Source: an optimization exercise on an open RTL-to-GDS flow (aim: small area). Production flows keep margins and buffers that such runs may drop.
The RTL was checked by simulation tests, not by an equivalence proof against the original design.

// accelerate_matrix
module accelerate_matrix (
    input clk,
    input rst,
    input [31:0]wmatrix,
    input [31:0]xmatrix,
    input [31:0]bias,
    output reg [15:0]out1,
    output reg [15:0]out2,
    output reg [15:0]out3,
    output reg [15:0]out4
);
    reg [3:0] p;
    always @(posedge clk or posedge rst) begin
        if (rst)
            p <= 4'd0;
        else
            p <= (p == 4'd12) ? 4'd0 : p + 4'd1;
    end
    wire ld_w = (p >= 4'd1) && (p <= 4'd4);            
    wire ld_b = (p == 4'd1);                           
    wire ld_p = (p == 4'd1) || (p == 4'd2);            
    wire ld_q = (p == 4'd3) || (p == 4'd4);            
    wire hi   = (p >= 4'd8) && (p <= 4'd11);           
    reg [31:0] r0, r1, r2, r3;
    always @(posedge clk) begin
        r0 <= r1;
        r1 <= r2;
        r2 <= r3;
        r3 <= ld_w ? wmatrix : r0;
    end
    reg [7:0] s0, s1, s2, s3;
    always @(posedge clk) begin
        if (ld_b) begin
            s0 <= bias[31:24];
            s1 <= bias[23:16];
            s2 <= bias[15:8];
            s3 <= bias[7:0];
        end else begin
            s0 <= s1;
  ...
export LEC_CHECK = 0
export ABC_AREA = 1
export CAP_MARGIN = 20
export CORE_MARGIN = 2
export CORE_UTILIZATION = 40
export CTS_BUF_LIST = sky130_fd_sc_hd__clkbuf_16 sky130_fd_sc_hd__clkbuf_8
export CTS_CLUSTER_DIAMETER = 60
export CTS_CLUSTER_SIZE = 20
export GPL_TIMING_DRIVEN = 0
export PLACE_DENSITY = 0.6
export SLEW_MARGIN = 20
export SYNTH_HIERARCHICAL = 1
export SYNTH_MINIMUM_KEEP_SIZE = 0
create_clock -name core_clock -period 10.0 [get_ports {clk}]
standard.sh (not shown) runs the stock make flow with config.mk's settings and CLKGATE_MAP_FILE= SYNTH_SCRIPT=/design/flow/synth_recipe.tcl, a recipe that flattens the netlist after the stock synthesis.
==> flow/flow/run.sh <==
#!/bin/bash
# The standard layout (standard.sh: the ORFS flow and synthesis, unchanged),
# with two changes that only affect buffering and sizing:
#  - the port buffers are the smallest buffer cell instead of clkdlybuf4s50_1
#    (every port still gets its own buffer);
#  - the buffers Yosys/ABC put in are removed at floorplan, as the
#    timing-driven placement would otherwise do;

set -euo pipefail
export BUFFER_PORTS_ARGS="-buffer_cell sky130_fd_sc_hd__buf_1"
export REMOVE_ABC_BUFFERS=1
bash standard.sh finish > standard_flow.log 2>&1
The baseline ran to the end with no violations.
Then changed:
--- a/flow/flow/run.sh
+++ b/flow/flow/run.sh
@@ -3 +3 @@
-# with two changes that only affect buffering and sizing:
+# with three changes that only affect buffering and sizing:
@@ -8 +8 @@
-
+#  - after global routing, gates on paths with slack are downsized.
@@ -11,0 +12 @@
+export RECOVER_POWER=100
What happened: Now the flow produced a layout that fails on capacitance limit, slew limit. Worst hold slack stays flat. Global-route usage is unchanged. Cell area goes down by 0.34%. Core utilization falls by 0.15 points. Setup slack gets worse by 16 ps. Synthesized cell count stays the same. Die area is unchanged. Area after synthesis stays the same. Non-clock buffer count does not change.
Then changed:
--- a/flow/flow/run.sh
+++ b/flow/flow/run.sh
@@ -3 +3 @@
-# with three changes that only affect buffering and sizing:
+# with changes that only affect buffering and sizing:
@@ -8 +8,2 @@
-#  - after global routing, gates on paths with slack are downsized.
+#  - clock tree synthesis gets the same settings as config.mk gives it, and
+#    inserts no dummy loads.
@@ -12 +13 @@
-export RECOVER_POWER=100
+export CTS_ARGS="-sink_clustering_enable -repair_clock_nets -sink_clustering_size 30 -sink_clustering_max_diameter 80 -buf_list sky130_fd_sc_hd__clkbuf_16 -dont_use_dummy_load"
CORE_UTILIZATION = 60   (was 40)
CTS_BUF_LIST = sky130_fd_sc_hd__clkbuf_16   (was sky130_fd_sc_hd__clkbuf_16 sky130_fd_sc_hd__clkbuf_8)
CTS_CLUSTER_DIAMETER = 80   (was 60)
CTS_CLUSTER_SIZE = 30   (was 20)
PLACE_DENSITY = 0.75   (was 0.6)
Effect:
- With this change the flow completed with no timing, DRC or antenna violations
- worst hold slack gets worse by 9.9 ps
- register-to-register slack is better by 30 ps
- synthesized area does not change
- clock-buffer cell count drops by 17
- final area came out lower by 3.9%
- maximum frequency hardly moves

* * *

Setup of xenon:
accelerate_matrix, a different RTL version from the one above (not shown whole).
Size: about 2300 cells after synthesis, ~160 I/O pins, about 24000 um2 of cells after synthesis.
==> flow/config.mk <==
export PLATFORM = sky130hd
export DESIGN_NAME = accelerate_matrix
export DESIGN_NICKNAME = accelerate_matrix
export VERILOG_FILES = /design/flow/design.v
export SDC_FILE = /design/flow/constraint.sdc
export NUM_CORES = 4
export LEC_CHECK = 0
export ABC_AREA = 1
export CAP_MARGIN = 20
export CORE_MARGIN = 2
export CORE_UTILIZATION = 65
export CTS_BUF_LIST = sky130_fd_sc_hd__clkbuf_16
export CTS_CLUSTER_DIAMETER = 80
export CTS_CLUSTER_SIZE = 30
export GPL_TIMING_DRIVEN = 0
export PLACE_DENSITY = 0.8
export SLEW_MARGIN = 20
export SYNTH_HIERARCHICAL = 1
export SYNTH_MINIMUM_KEEP_SIZE = 0
==> flow/constraint.sdc <==
create_clock -name core_clock -period 10.0 [get_ports {clk}]
set_input_delay 2.0000 -clock core_clock [delete_from_list [all_inputs] [get_ports {clk}]]
set_output_delay 2.0000 -clock core_clock [all_outputs]
set_load 0.01 [all_outputs]
==> flow/flow/run.sh <==
#!/bin/bash
# The standard layout (standard.sh: the ORFS flow and synthesis, unchanged),
# with changes that only affect buffering and sizing:
#  - the port buffers are the smallest buffer cell instead of clkdlybuf4s50_1
#    (every port still gets its own buffer);
#  - the buffers Yosys/ABC put in are removed at floorplan, as the
#    timing-driven placement would otherwise do;
#  - clock tree synthesis gets the same settings as config.mk gives it, and
#    inserts no dummy loads.
set -euo pipefail
export BUFFER_PORTS_ARGS="-buffer_cell sky130_fd_sc_hd__buf_1"
export REMOVE_ABC_BUFFERS=1
export CTS_ARGS="-sink_clustering_enable -repair_clock_nets -sink_clustering_size 30 -sink_clustering_max_diameter 80 -buf_list sky130_fd_sc_hd__clkbuf_16 -dont_use_dummy_load"
bash standard.sh finish > standard_flow.log 2>&1
xenon: all stages complete, timing, DRC and antenna checks passed
Changes in garnet relative to xenon:
# xenon
export LEC_CHECK = 0
export ABC_AREA = 1
export CAP_MARGIN = 20
export CORE_MARGIN = 2
export CORE_UTILIZATION = 65
export CTS_BUF_LIST = sky130_fd_sc_hd__clkbuf_16
export CTS_CLUSTER_DIAMETER = 80
export CTS_CLUSTER_SIZE = 30
export GPL_TIMING_DRIVEN = 0
export PLACE_DENSITY = 0.8
export SLEW_MARGIN = 20
export SYNTH_HIERARCHICAL = 1
export SYNTH_MINIMUM_KEEP_SIZE = 0
create_clock -name core_clock -period 10.0 [get_ports {clk}]
# garnet
export LEC_CHECK = 0
export ABC_AREA = 1
export CAP_MARGIN = 20
export CORE_MARGIN = 2
export CORE_UTILIZATION = 50
export CTS_BUF_LIST = sky130_fd_sc_hd__clkbuf_16
export CTS_CLUSTER_DIAMETER = 80
export CTS_CLUSTER_SIZE = 30
export GPL_TIMING_DRIVEN = 0
export PLACE_DENSITY = 0.7
export SLEW_MARGIN = 20
export SYNTH_HIERARCHICAL = 1
export SYNTH_MINIMUM_KEEP_SIZE = 0
create_clock -name core_clock -period 10.0 [get_ports {clk}]
==> comparison <==
Compared with xenon, garnet shows wire length that has gone up by a few percent. xenon → garnet: non-clock buffer count picked up an extra 3, final design instance area without fill picked up an extra 1.5%, area of combinational cells with multiple inputs neither gained nor lost much. Against xenon, garnet reports a fraction of area in multi-input gates that is lower. Number of well taps grows by more than a quarter when moving from xenon to garnet. Per the comparison of garnet with xenon, largest incremental delay on the critical path shows an increase of 0.44 ns, critical path depth shrank by 2.
> inputs changed (garnet -> tundra)
# garnet
export LEC_CHECK = 0
export ABC_AREA = 1
export CAP_MARGIN = 20
export CORE_MARGIN = 2
export CORE_UTILIZATION = 50
export CTS_BUF_LIST = sky130_fd_sc_hd__clkbuf_16
export CTS_CLUSTER_DIAMETER = 80
export CTS_CLUSTER_SIZE = 30
export GPL_TIMING_DRIVEN = 0
export PLACE_DENSITY = 0.7
export SLEW_MARGIN = 20
export SYNTH_HIERARCHICAL = 1
export SYNTH_MINIMUM_KEEP_SIZE = 0
create_clock -name core_clock -period 10.0 [get_ports {clk}]
# tundra
export LEC_CHECK = 0
export ABC_AREA = 1
export CAP_MARGIN = 20
export CORE_MARGIN = 2
export CORE_UTILIZATION = 65
export CTS_BUF_LIST = sky130_fd_sc_hd__clkbuf_16
export CTS_CLUSTER_DIAMETER = 80
export CTS_CLUSTER_SIZE = 30
export GPL_TIMING_DRIVEN = 0
export PLACE_DENSITY = 0.85
export SLEW_MARGIN = 20
export SYNTH_HIERARCHICAL = 1
export SYNTH_MINIMUM_KEEP_SIZE = 0
create_clock -name core_clock -period 10.0 [get_ports {clk}]
### Flow results
- | tundra | all stages done | FAIL | negative setup slack |
- tundra vs garnet, wire length on met2 went down by 3.1%.
- Delta(wire length of the first global-routing pass, tundra - garnet) < 0
- Comparing the two runs side by side, tundra comes out ahead of garnet on worst clock skew on the final layout.
- Placer's final routability congestion estimate, garnet and tundra, higher one = tundra.
- Average routed wire per standard cell in tundra is about 4% above garnet.

-- port drivers added, routing unchanged --
No port has a modelled driver above. Below, the same layouts with a new extraction and two added sets of constraints.
Step 1, drivers: a clkbuf_16 drives clk and a buf_2 each remaining input, both assumed.
Step 2 adds t to the input delays and takes it off the output delays; t is the mean of the earliest and latest rising clock arrival at the registers after step 1. Input paths then give back, and output paths get back, about the clock's delay inside the block.
Three values: ideal ports, drivers, drivers and shift; two values: the first two.
run	shift t [ns]	setup slack, ns	hold WS [ns]	latest minus earliest clock arrival (ns)	pins driven straight from the clock port
the first run of note 1	0.626	0.255 / 0.255 / 0.255	0.315 / 0.315 / 0.315	0.031 / 0.032	1
the second run of note 1	0.625	0.239 / 0.239 / 0.239	0.315 / 0.315 / 0.315	0.030 / 0.030	1
the third run of note 1	0.597	0.266 / 0.266 / 0.266	0.305 / 0.305 / 0.305	0.042 / 0.041	1
xenon	0.575	0.230 / 0.230 / 0.230	0.311 / 0.311 / 0.311	0.028 / 0.028	1
garnet	0.594	0.370 / 0.370 / 0.370	0.247 / 0.247 / 0.247	0.070 / 0.070	1
tundra	0.571	-0.012 / -0.012 / -0.012	0.313 / 0.313 / 0.313	0.026 / 0.025	1
